This design comes from an exercise in tuning for small area and a short achievable clock period on the open sky130 flow, not from production work.
At most, simulation tests tie the RTL to the original design; equivalence was not proved.
No activity file was given, so power comes from the tool's default toggle rates.

Setup of v15:
// alu_reg
module alu_reg (
  input clk,
  input [7:0] a,
  input [7:0] b,
  input [3:0] mode,
  output reg [7:0] s,
  output reg cout
);
export LEC_CHECK = 0
export ABC_AREA = 1
export CAP_MARGIN = 20
export CORE_MARGIN = 2
export CORE_UTILIZATION = 40
export CTS_BUF_LIST = sky130_fd_sc_hd__clkbuf_8
export SETUP_SLACK_MARGIN = 5
export SLEW_MARGIN = 20
export TNS_END_PERCENT = 0
create_clock -name core_clock -period 11.0 [get_ports {clk}]
standard.sh (not shown) runs the stock make flow with config.mk's settings and CLKGATE_MAP_FILE= SYNTH_SCRIPT=/design/flow/synth_recipe.tcl, a recipe that flattens the netlist after the stock synthesis.
==> flow/flow/run.sh <==
#!/bin/bash
set -euo pipefail
MARGIN=7
BUFCELL=sky130_fd_sc_hd__buf_1
sed -e "s/SETUP_SLACK_MARGIN=[-0-9.]*/SETUP_SLACK_MARGIN=${MARGIN}/" \
    -e "s/\"\\\${@:-finish}\"/BUFFER_PORTS_ARGS=\"-buffer_cell ${BUFCELL}\" SKIP_CTS_REPAIR_TIMING=1 \"\${@:-finish}\"/" \
    standard.sh > layout.sh
bash standard.sh synth > make_synth.log 2>&1
bash layout.sh > make_layout.log 2>&1
Per the final summary, v15 finished and its layout is clean on timing, DRC and antenna.
## Diff of input files: v17 against v15
==> flow/flow/run.sh <==
#!/bin/bash
set -euo pipefail
MARGIN=7
BUFCELL=sky130_fd_sc_hd__buf_1
sed -e "s/SETUP_SLACK_MARGIN=[-0-9.]*/SETUP_SLACK_MARGIN=${MARGIN}/" \
    -e "s/\"\\\${@:-finish}\"/BUFFER_PORTS_ARGS=\"-buffer_cell ${BUFCELL}\" SETUP_MOVE_SEQUENCE=unbuffer,sizeup,swap,clone \"\${@:-finish}\"/" \
    standard.sh > layout.sh
bash standard.sh synth > make_synth.log 2>&1
bash layout.sh > make_layout.log 2>&1
==> comparison <==
- v17 completed; timing, DRC and antenna clean
- Delta (v17 minus v15): period utilization increased 2.2 points, sequential cell fraction of total power up 2.1 points, share of total power in combinational logic went down.
- v17 can be clocked slower than v15.
- Re number of sequential cells: no difference whatsoever between v15 and v17.
- Share of power burned in the clock network, v17 and v15: higher on v17
- In the reports for v17 and v15, the smaller multi-input logic area belongs to v17.
- Comparing v17 and v15, the higher number of stages on the worst setup path was measured on v17.
Setup changes, v17 to v9
Settings: swapping 40 for 50 in CORE_UTILIZATION.
==> flow/flow/run.sh <==
#!/bin/bash
set -euo pipefail
MARGIN=7
BUFCELL=sky130_fd_sc_hd__buf_1
sed -e "s/SETUP_SLACK_MARGIN=[-0-9.]*/SETUP_SLACK_MARGIN=${MARGIN}/" \
    -e "s/\"\\\${@:-finish}\"/BUFFER_PORTS_ARGS=\"-buffer_cell ${BUFCELL}\" \"\${@:-finish}\"/" \
    standard.sh > layout.sh
bash standard.sh synth > make_synth.log 2>&1
bash layout.sh > make_layout.log 2>&1
==> results.txt <==
- Post-place instance area down about 0.34% in v9 wrt v17
- v9 vs v17, cell count of the worst reg-to-reg path went down by 1.
- The multi-input combinational area share in v9 sits 6.0 points below the value recorded for v17.
- Buffer share of cell area: v9 vs v17 up 8.4 points
- sky130_fd_sc_hd__dfxtp_4 as the library cell contributing the largest single delay on the critical path was reported by v17, and sky130_fd_sc_hd__fa_1 by v9.
- Delta (v9 minus v17): footprint of the multi-input gates has increased; power has increased; weighted congestion reported at the end of routability-driven placement has increased.
- [v9] hold slack rose 44 ps relative to v17
- Vias: v9 more than v17
Modified inputs, v52 compared to v9
Settings: CORE_UTILIZATION now 33, was 50.
==> flow/flow/run.sh <==
#!/bin/bash
set -euo pipefail
MARGIN=7
BUFCELL=sky130_fd_sc_hd__buf_1
sed -e "s/SETUP_SLACK_MARGIN=[-0-9.]*/SETUP_SLACK_MARGIN=${MARGIN}/" \
    -e "s/\"\\\${@:-finish}\"/BUFFER_PORTS_ARGS=\"-buffer_cell ${BUFCELL}\" SETUP_MOVE_SEQUENCE=unbuffer,sizeup,swap,clone,split \"\${@:-finish}\"/" \
    standard.sh > layout.sh
bash standard.sh synth > make_synth.log 2>&1
bash layout.sh > make_layout.log 2>&1
Findings:
Setup slack is lower on v52. v52 against v9: number of cells on the critical path has increased; power after layout has decreased. Taking v9 as the reference, in v52 area of the core went up, total detailed-routing wirelength shows a reduction of 2.3%, starting density of the core lost 18 points, via total after detailed routing dropped 254, global-route wire length before repair now smaller.


red:
alu_reg, a different RTL version from the one above (not shown whole).
Size in the first run: roughly 30 I/O pins.
export LEC_CHECK = 0
export ABC_AREA = 1
export CAP_MARGIN = 20
export CORE_MARGIN = 2
export CORE_UTILIZATION = 40
export SLEW_MARGIN = 20
create_clock -name core_clock -period 11.0 [get_ports {clk}]
run.sh (not shown) runs the stock make flow with config.mk's settings and CLKGATE_MAP_FILE= SYNTH_SCRIPT=/design/flow/synth_recipe.tcl, a recipe that flattens the netlist after the stock synthesis.
Stock flow here: none of the scripts above is used.
The following lists how blue was set up differently from red:
--- a/flow/config.mk
+++ b/flow/config.mk
@@ -11,0 +12 @@
+export SETUP_SLACK_MARGIN = 4
Notes after the runs:
Taking red as the reference, in blue count of endpoints failing hold in the final timing report comparable, post-cts resize count has increased, setup slack higher, final core utilization +7.0 points.
Per the comparison of blue with red, proportion of cell area occupied by registers moved down, final period demand of the worst path moved down, multi-input combinational area share moved down.
No run of this note included a check of the RTL's function; only the layout flow was run.


rev 12:
alu_reg, a different RTL version from the one above (not shown whole).
For scale: roughly 700 cells after synthesis, roughly 29 flip-flops, about 5200 sq um of cells after synthesis.
==> flow/config.mk <==
export PLATFORM = sky130hd
export DESIGN_NAME = alu_reg
export DESIGN_NICKNAME = alu_reg
export VERILOG_FILES = /design/flow/design.v
export SDC_FILE = /design/flow/constraint.sdc
export NUM_CORES = 4
export LEC_CHECK = 0
export ABC_AREA = 1
export CAP_MARGIN = 20
export CORE_MARGIN = 2
export CORE_UTILIZATION = 40
export SLEW_MARGIN = 20
==> flow/constraint.sdc <==
create_clock -name core_clock -period 11.0 [get_ports {clk}]
set_input_delay 2.2000 -clock core_clock [delete_from_list [all_inputs] [get_ports {clk}]]
set_output_delay 2.2000 -clock core_clock [all_outputs]
set_load 0.01 [all_outputs]
Relative to rev 12, the following input files were edited for rev 13:
# rev 12
export LEC_CHECK = 0
export ABC_AREA = 1
export CAP_MARGIN = 20
export CORE_MARGIN = 2
export CORE_UTILIZATION = 40
export SLEW_MARGIN = 20
create_clock -name core_clock -period 11.0 [get_ports {clk}]
# rev 13
export LEC_CHECK = 0
export ABC_AREA = 1
export CAP_MARGIN = 20
export CORE_MARGIN = 2
export CORE_UTILIZATION = 40
export SETUP_SLACK_MARGIN = 5
export SLEW_MARGIN = 20
export TNS_END_PERCENT = 0
create_clock -name core_clock -period 11.0 [get_ports {clk}]
==> flow/flow/run.sh (new file) <==
#!/bin/bash
set -euo pipefail
sed -e 's/SETUP_SLACK_MARGIN=[-0-9.]*/SETUP_SLACK_MARGIN=$MARGIN/' standard.sh > margin.sh
bash standard.sh synth > make_synth.log 2>&1
MARGIN=8 bash margin.sh > make_finish.log 2>&1
==> flow/standard.sh (new file) <==
#!/bin/bash
# synth_recipe.tcl (not shown) runs the flow's synth.tcl, then flattens the netlist and writes it again
# the make line also repeats each setting of config.mk as NAME=value (left out here)
make -C /OpenROAD-flow-scripts/flow DESIGN_CONFIG=/design/flow/config.mk WORK_HOME=/design/flow/orfs CLKGATE_MAP_FILE= SYNTH_SCRIPT=/design/flow/synth_recipe.tcl "${@:-finish}"
removed: flow/run.sh
Findings:
- [diff] maximum frequency, rev 13 relative to rev 12: improvement
- Looking at sequential fraction of design power, rev 13 sits 1.6 points below rev 12.
- Rev 13 vs rev 12, path depth of the worst reg2reg path went down by 21%.
- Sort rev 13 and rev 12 by slack of the critical path, descending, and rev 13 comes first.
- Delta(placed standard-cell area, rev 13 - rev 12) > 0
No functional check of the RTL was part of any run of this note.


== build 73 ==
alu_reg again, from the RTL that the note above started with.
export LEC_CHECK = 0
export ABC_AREA = 1
export CAP_MARGIN = 20
export CORE_MARGIN = 2
export CORE_UTILIZATION = 40
export SETUP_SLACK_MARGIN = 3
export SLEW_MARGIN = 20
create_clock -name core_clock -period 11.0 [get_ports {clk}]
Stock flow here: none of the scripts above is used.
Build 73 was carried through to the last stage, and its layout satisfied the timing, DRC and antenna checks.
Edits applied to the flow inputs when going from build 73 to build 49:
- removing ABC_AREA (formerly 1)
- removing SETUP_SLACK_MARGIN (formerly 3)
--- outcome ---
For the part of the cycle the worst path needs, build 49 came in 11 points higher than build 73 did.
Across build 73 and build 49, none had a timing, DRC or antenna violation.
[compare] base=build 73 new=build 49: post-synthesis average cell area higher; area growth from synthesis to layout -1.6 points.
#### Input delta (build 14 over build 49)
- ABC_AREA newly set to 1
- CORE_UTILIZATION changed from 40 to 65
### Flow results
[compare] base=build 49 new=build 14: clock buffer and inverter area fraction after layout fell 0.78 points, multi-input combinational cell count fell about 6%, highest clock frequency the design can meet rose about 18%. Build 14 vs build 49: total power down by more than 10%. Of build 14 and build 49, it is build 14 that has the lower number of well-tap cells placed. Across both runs, global-route usage was higher for build 14 than for build 49. Against build 49 as the reference, build 14 delivers a lower share of the cycle needed by the critical path after routing. As of build 14, final standard cell area without fillers had fallen by a little under 10% compared to build 49.
Here is what was changed in the inputs of build 86 compared with build 14.
- CORE_UTILIZATION changed from 65 to 40
- SETUP_SLACK_MARGIN newly set to 5
- TNS_END_PERCENT newly set to 0
### Flow results
Diff build 14..build 86 | quantity of hold-fixing buffers added after cts | unchanged. Build 14 → build 86: floorplan die width +about 26%, total non-filler cell area in the finished layout now sits higher. Relative to build 14, buffer share of cell area has increased by 0.55 points in build 86. Area share of and/or/nand/nor cells after synthesis across build 14 and build 86: no real change. As of build 86, met1 wire length had risen by more than 10% compared to build 14. Compared to build 14, build 86 has portion of the clock cycle consumed by the worst path in the final layout 8.1 points lower.
Function was not checked in any run of this note: the RTL went through the layout flow alone.


alu_reg with an RTL version that a note above also has.
For scale: ~670 cells after synthesis, roughly 4800 um2 of cells after synthesis.
==> flow/config.mk <==
export PLATFORM = sky130hd
export DESIGN_NAME = alu_reg
export DESIGN_NICKNAME = alu_reg
export VERILOG_FILES = /design/flow/design.v
export SDC_FILE = /design/flow/constraint.sdc
export NUM_CORES = 4
export LEC_CHECK = 0
export ABC_AREA = 1
export CAP_MARGIN = 20
export CORE_MARGIN = 2
export CORE_UTILIZATION = 40
export CTS_BUF_LIST = sky130_fd_sc_hd__clkbuf_8
export PLACE_DENSITY = 0.75
export SETUP_SLACK_MARGIN = 5
export SLEW_MARGIN = 20
export TNS_END_PERCENT = 0
==> flow/constraint.sdc <==
create_clock -name core_clock -period 11.0 [get_ports {clk}]
set_input_delay 2.2000 -clock core_clock [delete_from_list [all_inputs] [get_ports {clk}]]
set_output_delay 2.2000 -clock core_clock [all_outputs]
set_load 0.01 [all_outputs]
standard.sh (not shown) runs the stock make flow with config.mk's settings and CLKGATE_MAP_FILE= SYNTH_SCRIPT=/design/flow/synth_recipe.tcl, a recipe that flattens the netlist after the stock synthesis.
==> flow/flow/run.sh <==
#!/bin/bash
set -euo pipefail
MARGIN=7
BUFCELL=sky130_fd_sc_hd__buf_1
sed -e "s/SETUP_SLACK_MARGIN=[-0-9.]*/SETUP_SLACK_MARGIN=${MARGIN}/" \
    -e "s/\"\\\${@:-finish}\"/BUFFER_PORTS_ARGS=\"-buffer_cell ${BUFCELL}\" \"\${@:-finish}\"/" \
    standard.sh > layout.sh
bash standard.sh synth > make_synth.log 2>&1
bash layout.sh > make_layout.log 2>&1
The first run produced a clean layout.
Change:
==> flow/flow/run.sh (replaced) <==
#!/bin/bash
set -euo pipefail
MARGIN=7
BUFCELL=sky130_fd_sc_hd__buf_1
sed -e "s/SETUP_SLACK_MARGIN=[-0-9.]*/SETUP_SLACK_MARGIN=${MARGIN}/" \
    -e "s/\"\\\${@:-finish}\"/BUFFER_PORTS_ARGS=\"-buffer_cell ${BUFCELL}\" SETUP_MOVE_SEQUENCE=unbuffer,sizeup,swap,clone,split \"\${@:-finish}\"/" \
    standard.sh > layout.sh
bash standard.sh synth > make_synth.log 2>&1
bash layout.sh > make_layout.log 2>&1
Settings changed: PLACE_DENSITY 0.75 to default.
=>
- die area does not change
- worst hold slack gets worse by 52 ps
- via count is lower by 6.5%
- final cell count decreases by 6.2%
- fmax drops by 0.98%
- worst setup slack loses 46 ps
- synthesized cell count stays the same
- cell area went down by 9.5%
- non-clock buffer count came out lower by 62
- clock-buffer cell count grows by 2
Change:
==> flow/flow/run.sh (replaced) <==
#!/bin/bash
set -euo pipefail
MARGIN=7
BUFCELL=sky130_fd_sc_hd__buf_1
sed -e "s/SETUP_SLACK_MARGIN=[-0-9.]*/SETUP_SLACK_MARGIN=${MARGIN}/" \
    -e "s/\"\\\${@:-finish}\"/BUFFER_PORTS_ARGS=\"-buffer_cell ${BUFCELL}\" RECOVER_POWER=100 \"\${@:-finish}\"/" \
    standard.sh > layout.sh
bash standard.sh synth > make_synth.log 2>&1
bash layout.sh > make_layout.log 2>&1
The changed run finished clean.
Area after synthesis does not change.
Die area stays the same.
Global-route usage is lower by 0.15 points.
Routed wire length is higher by 0.52%.
Fmax is lower by 12%.
Total power is higher by 4.5%.
Design area is higher by 9.1%.
Final cell count is higher by 6.8%.


Setup of old:
alu_reg, a different RTL version from the one above (not shown whole).
Size in the first run: ~700 cells after synthesis, ~30 I/O pins, ~0.0051 mm^2 of cells after synthesis.
==> flow/config.mk <==
export PLATFORM = sky130hd
export DESIGN_NAME = alu_reg
export DESIGN_NICKNAME = alu_reg
export VERILOG_FILES = /design/flow/design.v
export SDC_FILE = /design/flow/constraint.sdc
export NUM_CORES = 4
export LEC_CHECK = 0
export ABC_AREA = 1
export CAP_MARGIN = 20
export CORE_MARGIN = 2
export CORE_UTILIZATION = 40
export SETUP_SLACK_MARGIN = 5
export SLEW_MARGIN = 20
export TNS_END_PERCENT = 0
==> flow/constraint.sdc <==
create_clock -name core_clock -period 11.0 [get_ports {clk}]
set_input_delay 2.2000 -clock core_clock [delete_from_list [all_inputs] [get_ports {clk}]]
set_output_delay 2.2000 -clock core_clock [all_outputs]
set_load 0.01 [all_outputs]
==> flow/flow/run.sh <==
#!/bin/bash
set -euo pipefail
MARGIN=6
BUFCELL=sky130_fd_sc_hd__buf_1
sed -e "s/SETUP_SLACK_MARGIN=[-0-9.]*/SETUP_SLACK_MARGIN=${MARGIN}/" \
    -e "s/\"\\\${@:-finish}\"/BUFFER_PORTS_ARGS=\"-buffer_cell ${BUFCELL}\" \"\${@:-finish}\"/" \
    standard.sh > layout.sh
bash standard.sh synth > make_synth.log 2>&1
bash layout.sh > make_layout.log 2>&1
[inputs] new vs old
- CTS_BUF_LIST: unset -> sky130_fd_sc_hd__clkbuf_4
-- flow/flow/run.sh --
<<< old, line 3
MARGIN=6
>>> new, line 3
MARGIN=7
## What came out
In summary, new completed successfully, with a layout that passed the timing, DRC and antenna checks.
In the metrics for old and new, the one carrying the higher met1 track demand over resource is new.
Number of antenna violations at the first check in global routing came out exactly the same in old and new.
The run with more setup slack is new; old has less.
The final cell count of new falls short of that of old by 19.
Of old and new, old shows the higher share of post-route cells with drive strength above 1, with new below it.
Compared with old, new shows fraction of power spent switching nets higher by 3.5 points.
Post-detailed-route wirelength per cell is lower on old
Going from old to new, fraction of area in clock buffers and inverters shrank by 1.4 points; total setup buffers inserted after CTS grew by 25; power shrank by about 11%.
No functional check of the RTL was part of any run of this note.


## lagoon
The RTL this note starts from:
==> flow/design.v <==
module alu_reg (
  input clk,
  input [7:0] a,
  input [7:0] b,
  input [3:0] mode,
  output reg [7:0] s,
  output reg cout
);
  reg [7:0] a_q, b_q;
  reg [3:0] mode_q;
  wire [7:0] s_w;
  wire cout_w;
  alu_8_bits alu (.s(s_w), .cout(cout_w), .mode(mode_q), .a(a_q), .b(b_q));
  always @(posedge clk) begin
    a_q <= a;
    b_q <= b;
    mode_q <= mode;
    s <= s_w;
    cout <= cout_w;
  end
endmodule

`timescale 1ns / 1ps
module alu_pfa #(parameter W = 2) (x, y, sum, co);
  input  [W-1:0] x, y;
  output [W-1:0] sum;
  output         co;
  localparam L = (W > 8) ? 4 : (W > 4) ? 3 : (W > 2) ? 2 : 1;
  wire [W-1:0] g [0:L];
  wire [W-1:0] p [0:L];
  assign g[0] = x & y;
  assign p[0] = x | y;
  genvar l, i;
  generate for (l = 0; l < L; l = l + 1) begin : lvl
    for (i = 0; i < W; i = i + 1) begin : bit_
      if ((i >> l) & 1) begin : join_
        localparam integer J = ((i >> l) << l) - 1;
        assign g[l+1][i] = g[l][i] | (p[l][i] & g[l][J]);
        assign p[l+1][i] = p[l][i] & p[l][J];
      end else begin : pass_
        assign g[l+1][i] = g[l][i];
        assign p[l+1][i] = p[l][i];
      end
    end
  end endgenerate
  assign sum = x ^ y ^ {g[L][W-2:0], 1'b0};
  assign co = g[L][W-1];
endmodule
module alu_div4_step #(parameter W = 2) (tn, d1, d2, d3, hz1, hz2, hz3, q, rn);
  input  [W-1:0] tn, d1, d2, d3;
  input          hz1, hz2, hz3;
  output [1:0]   q;
  output [W-1:0] rn;
  wire [W-1:0] y1, y2, y3;
  wire c1, c2, c3;
  alu_pfa #(W) u1 (.x(tn), .y(d1), .sum(y1), .co(c1));
  alu_pfa #(W) u2 (.x(tn), .y(d2), .sum(y2), .co(c2));
  alu_pfa #(W) u3 (.x(tn), .y(d3), .sum(y3), .co(c3));
  wire ge1 = hz1 & ~c1;
  wire ge2 = hz2 & ~c2;
  wire ge3 = hz3 & ~c3;
  assign q = {ge2, ge3 | (ge1 & ~ge2)};
  assign rn = ge3 ? y3 : ge2 ? y2 : ge1 ? y1 : tn;
endmodule
module alu_mul9(m0, m1, m2, m3, p);
  input [8:0] m0;
  input [6:0] m1;
  input [4:0] m2;
  input [2:0] m3;
  output [8:0] p;
  wire mw1 = m0[6] ^ m1[4];
  wire mw2 = m0[6] & m1[4];
  wire mw3 = m0[7] ^ m1[5] ^ m2[3];
  wire mw4 = (m0[7] & m1[5]) | (m0[7] & m2[3]) | (m1[5] & m2[3]);
  wire mw5 = m0[4] ^ m1[2];
  wire mw6 = m0[4] & m1[2];
  wire mw7 = m0[5] ^ m1[3] ^ m2[1];
  wire mw8 = (m0[5] & m1[3]) | (m0[5] & m2[1]) | (m1[3] & m2[1]);
  wire mw9 = m2[2] ^ m3[0] ^ mw1;
  wire mw10 = (m2[2] & m3[0]) | (m2[2] & mw1) | (m3[0] & mw1);
  wire mw11 = m3[1] ^ mw3 ^ mw2;
  wire mw12 = (m3[1] & mw3) | (m3[1] & mw2) | (mw3 & mw2);
  wire mw13 = m0[2] ^ m1[0];
  wire mw14 = m0[2] & m1[0];
  wire mw15 = m0[3] ^ m1[1] ^ mw14;
  wire mw16 = (m0[3] & m1[1]) | (m0[3] & mw14) | (m1[1] & mw14);
  wire mw17 = m2[0] ^ mw5 ^ mw16;
  wire mw18 = (m2[0] & mw5) | (m2[0] & mw16) | (mw5 & mw16);
  wire mw19 = mw7 ^ mw6 ^ mw18;
  wire mw20 = (mw7 & mw6) | (mw7 & mw18) | (mw6 & mw18);
  wire mw21 = mw9 ^ mw8 ^ mw20;
  wire mw22 = (mw9 & mw8) | (mw9 & mw20) | (mw8 & mw20);
  wire mw23 = mw11 ^ mw10 ^ mw22;
  wire mw24 = (mw11 & mw10) | (mw11 & mw22) | (mw10 & mw22);
  wire mw25 = m0[8] ^ m1[6] ^ m2[4] ^ m3[2] ^ mw4 ^ mw12 ^ mw24;
  assign p = {mw25, mw23, mw21, mw19, mw17, mw15, mw13, m0[1], m0[0]};
endmodule
module alu_8_bits(s, cout, mode, a, b);
  input [7:0] a, b;
  input [3:0] mode;
  output [7:0] s;
  output cout;
  wire [15:0] m = 16'd1 << mode;
  wire sub = m[1] | m[14];
  wire [7:0] bb = b ^ {8{sub}};
  wire [7:0] p = a ^ bb;
  wire [8:0] c;
  assign c[0] = sub;
  genvar j;
  generate for (j = 0; j < 8; j = j + 1) begin : add_
    assign c[j+1] = (a[j] & bb[j]) | (p[j] & c[j]);
  end endgenerate
  wire [8:0] sum = {c[8] ^ sub, p ^ c[7:0]};
  wire eq = ~|p;
  wire gt = c[8] & ~&p;
  wire [7:0] g = a & b;
  wire G = m[8] | m[9] | m[11] | m[12];
  wire P = m[9] | m[10] | m[11] | m[13];
  wire inv = m[11] | m[12] | m[13];
  wire lg = m[8] | m[9] | m[10] | inv;
  wire [7:0] f = ((g & {8{G}}) | (p & {8{P}})) ^ {8{inv}};
  wire [7:0] b3s; wire b3c;
  alu_pfa #(8) b3a (.x({1'b0, b[7:1]}), .y(b), .sum(b3s), .co(b3c));
  wire [9:0] b3 = {b3c, b3s, b[0]};
  function [8:0] pick(input [1:0] d, input [8:0] b1, input [8:0] b3x);
    case (d)
      2'd0: pick = 9'd0;
      2'd1: pick = b1;
      2'd2: pick = {b1[7:0], 1'b0};
      default: pick = b3x;
    endcase
  endfunction
  wire [8:0] m0 = pick(a[1:0], {1'b0, b}, b3[8:0]);
  wire [8:0] m1 = pick(a[3:2], {1'b0, b}, b3[8:0]);
  wire [8:0] m2 = pick(a[5:4], {1'b0, b}, b3[8:0]);
  wire [8:0] m3 = pick(a[7:6], {1'b0, b}, b3[8:0]);
  wire [8:0] prod;
  alu_mul9 mul (.m0(m0), .m1(m1[6:0]), .m2(m2[4:0]), .m3(m3[2:0]), .p(prod));
  wire [1:0] qa, qb, qc, qd;
  wire [1:0] ra; wire [3:0] rb; wire [5:0] rc; wire [7:0] rd;
  alu_div4_step #(2) d3s (.tn(~a[7:6]), .d1(b[1:0]), .d2({b[0], 1'b0}), .d3(b3[1:0]),
    .hz1(b[7:2] == 0), .hz2(b[7:1] == 0), .hz3(b <= 8'd1), .q(qa), .rn(ra));
  alu_div4_step #(4) d2s (.tn({ra, ~a[5:4]}), .d1(b[3:0]), .d2({b[2:0], 1'b0}), .d3(b3[3:0]),
    .hz1(b[7:4] == 0), .hz2(b[7:3] == 0), .hz3(b <= 8'd5), .q(qb), .rn(rb));
  alu_div4_step #(6) d1s (.tn({rb, ~a[3:2]}), .d1(b[5:0]), .d2({b[4:0], 1'b0}), .d3(b3[5:0]),
    .hz1(b[7:6] == 0), .hz2(b[7:5] == 0), .hz3(b <= 8'd21), .q(qc), .rn(rc));
  alu_div4_step #(8) d0s (.tn({rc, ~a[1:0]}), .d1(b[7:0]), .d2({b[6:0], 1'b0}), .d3(b3[7:0]),
    .hz1(1'b1), .hz2(~b[7]), .hz3(b <= 8'd85), .q(qd), .rn(rd));
  wire [7:0] quo = {qa, qb, qc, qd} & {8{|b}};
  wire ar  = m[0] | m[1];
  wire shl = m[4] | m[6];
  wire shr = m[5] | m[7];
  assign s = (sum[7:0] & {8{ar}}) | (prod[7:0] & {8{m[2]}}) | (quo & {8{m[3]}})
           | (f & {8{lg}}) | ({a[6:0], 1'b0} & {8{shl}}) | ({1'b0, a[7:1]} & {8{shr}})
           | {7'd0, (m[6] & a[7]) | (m[14] & gt) | (m[15] & eq)} | {m[7] & a[0], 7'd0};
  assign cout = (ar & sum[8]) | (m[2] & prod[8]) | (m[4] & a[7]) | inv;
endmodule
clock: 11.0 ns
lec_check: 0
abc_area: 1
cap_margin: 20
core_margin: 2
core_utilization: 40
cts_buf_list: sky130_fd_sc_hd__clkbuf_8
setup_slack_margin: 5
slew_margin: 20
tns_end_percent: 0
==> flow/flow/run.sh <==
#!/bin/bash
set -euo pipefail
MARGIN=7
BUFCELL=sky130_fd_sc_hd__buf_1
sed -e "s/SETUP_SLACK_MARGIN=[-0-9.]*/SETUP_SLACK_MARGIN=${MARGIN}/" \
    -e "s/\"\\\${@:-finish}\"/BUFFER_PORTS_ARGS=\"-buffer_cell ${BUFCELL}\" SETUP_MOVE_SEQUENCE=unbuffer,sizeup,swap,clone \"\${@:-finish}\"/" \
    standard.sh > layout.sh
bash standard.sh synth > make_synth.log 2>&1
bash layout.sh > make_layout.log 2>&1
Every stage of the flow completed for lagoon, and the final layout passed the timing, DRC and antenna checks.
The inputs of xenon differ from those of lagoon as listed below.
-- flow/flow/run.sh --
<<< lagoon, line 6
    -e "s/\"\\\${@:-finish}\"/BUFFER_PORTS_ARGS=\"-buffer_cell ${BUFCELL}\" SETUP_MOVE_SEQUENCE=unbuffer,sizeup,swap,clone \"\${@:-finish}\"/" \
>>> xenon, line 6
    -e "s/\"\\\${@:-finish}\"/BUFFER_PORTS_ARGS=\"-buffer_cell ${BUFCELL}\" \"\${@:-finish}\"/" \
Findings:
xenon: flow completed, timing, DRC and antenna clean
Against lagoon, xenon reports a logic gate share of total power that is higher.
The area of the multi-input gates in xenon was higher than what lagoon gave.
Going from lagoon to xenon, number of placement rows about even, critical path's largest stage delay about even.
From xenon to lagoon, maximum buffer depth of the clock tree did not move at all.
Time the final worst path needs with I/O delays and setup was lower in the run labelled xenon.
As far as final hold slack is concerned, xenon and lagoon perform about the same.
Modified inputs, quartz compared to xenon
-- flow/flow/run.sh --
<<< xenon, line 6
    -e "s/\"\\\${@:-finish}\"/BUFFER_PORTS_ARGS=\"-buffer_cell ${BUFCELL}\" \"\${@:-finish}\"/" \
>>> quartz, line 6
    -e "s/\"\\\${@:-finish}\"/BUFFER_PORTS_ARGS=\"-buffer_cell ${BUFCELL}\" SETUP_MOVE_SEQUENCE=unbuffer,sizeup,swap \"\${@:-finish}\"/" \
--- outcome ---
- Across both runs, fmax was lower for quartz than for xenon.
- Via-per-instance ratio delta (xenon -> quartz): insignificant
- The final reports for quartz and xenon show fraction of area in multi-input gates higher in the former.
- quartz leaves less setup margin than xenon.
- There was hardly any difference in clock latency reported for the late side of the worst-skew pair between xenon and quartz.
- For the share of power burned in the clock network, quartz came in 1.4 points higher than xenon did.
- quartz: first-pass GRT wire length lower than xenon
The following lists how fjord was set up differently from quartz:
-- flow/flow/run.sh --
<<< quartz, line 6
    -e "s/\"\\\${@:-finish}\"/BUFFER_PORTS_ARGS=\"-buffer_cell ${BUFCELL}\" SETUP_MOVE_SEQUENCE=unbuffer,sizeup,swap \"\${@:-finish}\"/" \
>>> fjord, line 6
    -e "s/\"\\\${@:-finish}\"/BUFFER_PORTS_ARGS=\"-buffer_cell ${BUFCELL}\" SETUP_MOVE_SEQUENCE=unbuffer,sizeup,swap,clone,split \"\${@:-finish}\"/" \
Notes after the runs:
Unique cell type count in the Yosys netlist came out exactly the same in fjord and quartz.
fjord and quartz ended up with nearly the same later-pin clock latency in the skew report.
The number of signal-net inverters in the final layout number comes out higher for fjord vs quartz.
Cmp fjord and quartz / maximum frequency from static timing analysis / lower: quartz
Post-route fraction of the period consumed by the critical path came out lower on fjord than on quartz.
Measured against each other, fjord and quartz differ in number of DRC markers in iteration 0, the lower figure coming from quartz.
Summary of fjord over quartz: clock tree skew after final layout picked up an extra 3.6 ps, hold slack neither gained nor lost much, relative area change from synthesis to final layout picked up an extra 5.2 points, relative contribution of combinational cells to total power picked up an extra 1.9 points.
No run of this note included a check of the RTL's function; only the layout flow was run.

static timing again, ports no longer ideal:
In the flow no input, the clock included, has a driving cell. The finished layouts below were timed again as built, in two steps.
Step 1 sets driving cells, clkbuf_16 on the clock port and buf_2 on the other inputs (assumed; they add their load-dependent delay and slew).
Step 2 also shifts input and output timing later by t, the mid clock arrival at the registers, as if the neighbouring blocks saw the same clock.
Slacks: no drivers / after step 1 / after step 2; pairs: no drivers / after step 1.
| run | t (ns) | setup slack, ns | worst register clock-pin slew, ns | worst data-port slew with drivers (ns) | pins driven straight from the clock port |
|---|---|---|---|---|---|
| v15 | 0.334 | 6.428 / 6.428 / 6.428 | 0.09 / 0.09 | 0.04 | 1 |
| v17 | 0.331 | 6.184 / 6.184 / 6.184 | 0.08 / 0.08 | 0.04 | 1 |
| v9 | 0.326 | 6.362 / 6.362 / 6.362 | 0.08 / 0.08 | 0.03 | 1 |
| v52 | 0.347 | 6.280 / 6.280 / 6.280 | 0.09 / 0.09 | 0.04 | 1 |
| red | 0.318 | 1.634 / 1.634 / 1.634 | 0.06 / 0.06 | 0.03 | 1 |
| blue | 0.317 | 3.007 / 3.007 / 3.007 | 0.06 / 0.06 | 0.03 | 1 |
| rev 12 | 0.331 | 4.730 / 4.730 / 4.730 | 0.06 / 0.06 | 0.03 | 1 |
| rev 13 | 0.325 | 6.319 / 6.319 / 6.319 | 0.06 / 0.06 | 0.04 | 1 |
| build 73 | 0.331 | 4.730 / 4.730 / 4.730 | 0.06 / 0.06 | 0.03 | 1 |
| build 49 | 0.327 | 3.555 / 3.555 / 3.555 | 0.06 / 0.06 | 0.04 | 1 |
| build 14 | 0.319 | 4.717 / 4.717 / 4.717 | 0.07 / 0.07 | 0.04 | 1 |
| build 86 | 0.331 | 5.609 / 5.609 / 5.609 | 0.06 / 0.06 | 0.03 | 1 |
| the first run of note 5 | 0.331 | 6.374 / 6.374 / 6.374 | 0.10 / 0.10 | 0.03 | 1 |
| the second run of note 5 | 0.331 | 6.328 / 6.328 / 6.328 | 0.09 / 0.09 | 0.04 | 1 |
| the third run of note 5 | 0.335 | 5.697 / 5.697 / 5.697 | 0.08 / 0.08 | 0.04 | 1 |
| old | 0.324 | 6.127 / 6.127 / 6.127 | 0.06 / 0.06 | 0.04 | 1 |
| new | 0.384 | 6.249 / 6.249 / 6.249 | 0.11 / 0.11 | 0.04 | 1 |
| lagoon | 0.331 | 5.945 / 5.945 / 5.945 | 0.09 / 0.09 | 0.03 | 1 |
| xenon | 0.337 | 6.186 / 6.186 / 6.186 | 0.10 / 0.10 | 0.03 | 1 |
| quartz | 0.330 | 5.836 / 5.836 / 5.836 | 0.09 / 0.09 | 0.03 | 1 |
| fjord | 0.339 | 6.072 / 6.072 / 6.072 | 0.09 / 0.09 | 0.03 | 1 |
After both steps every run listed still meets setup and hold.
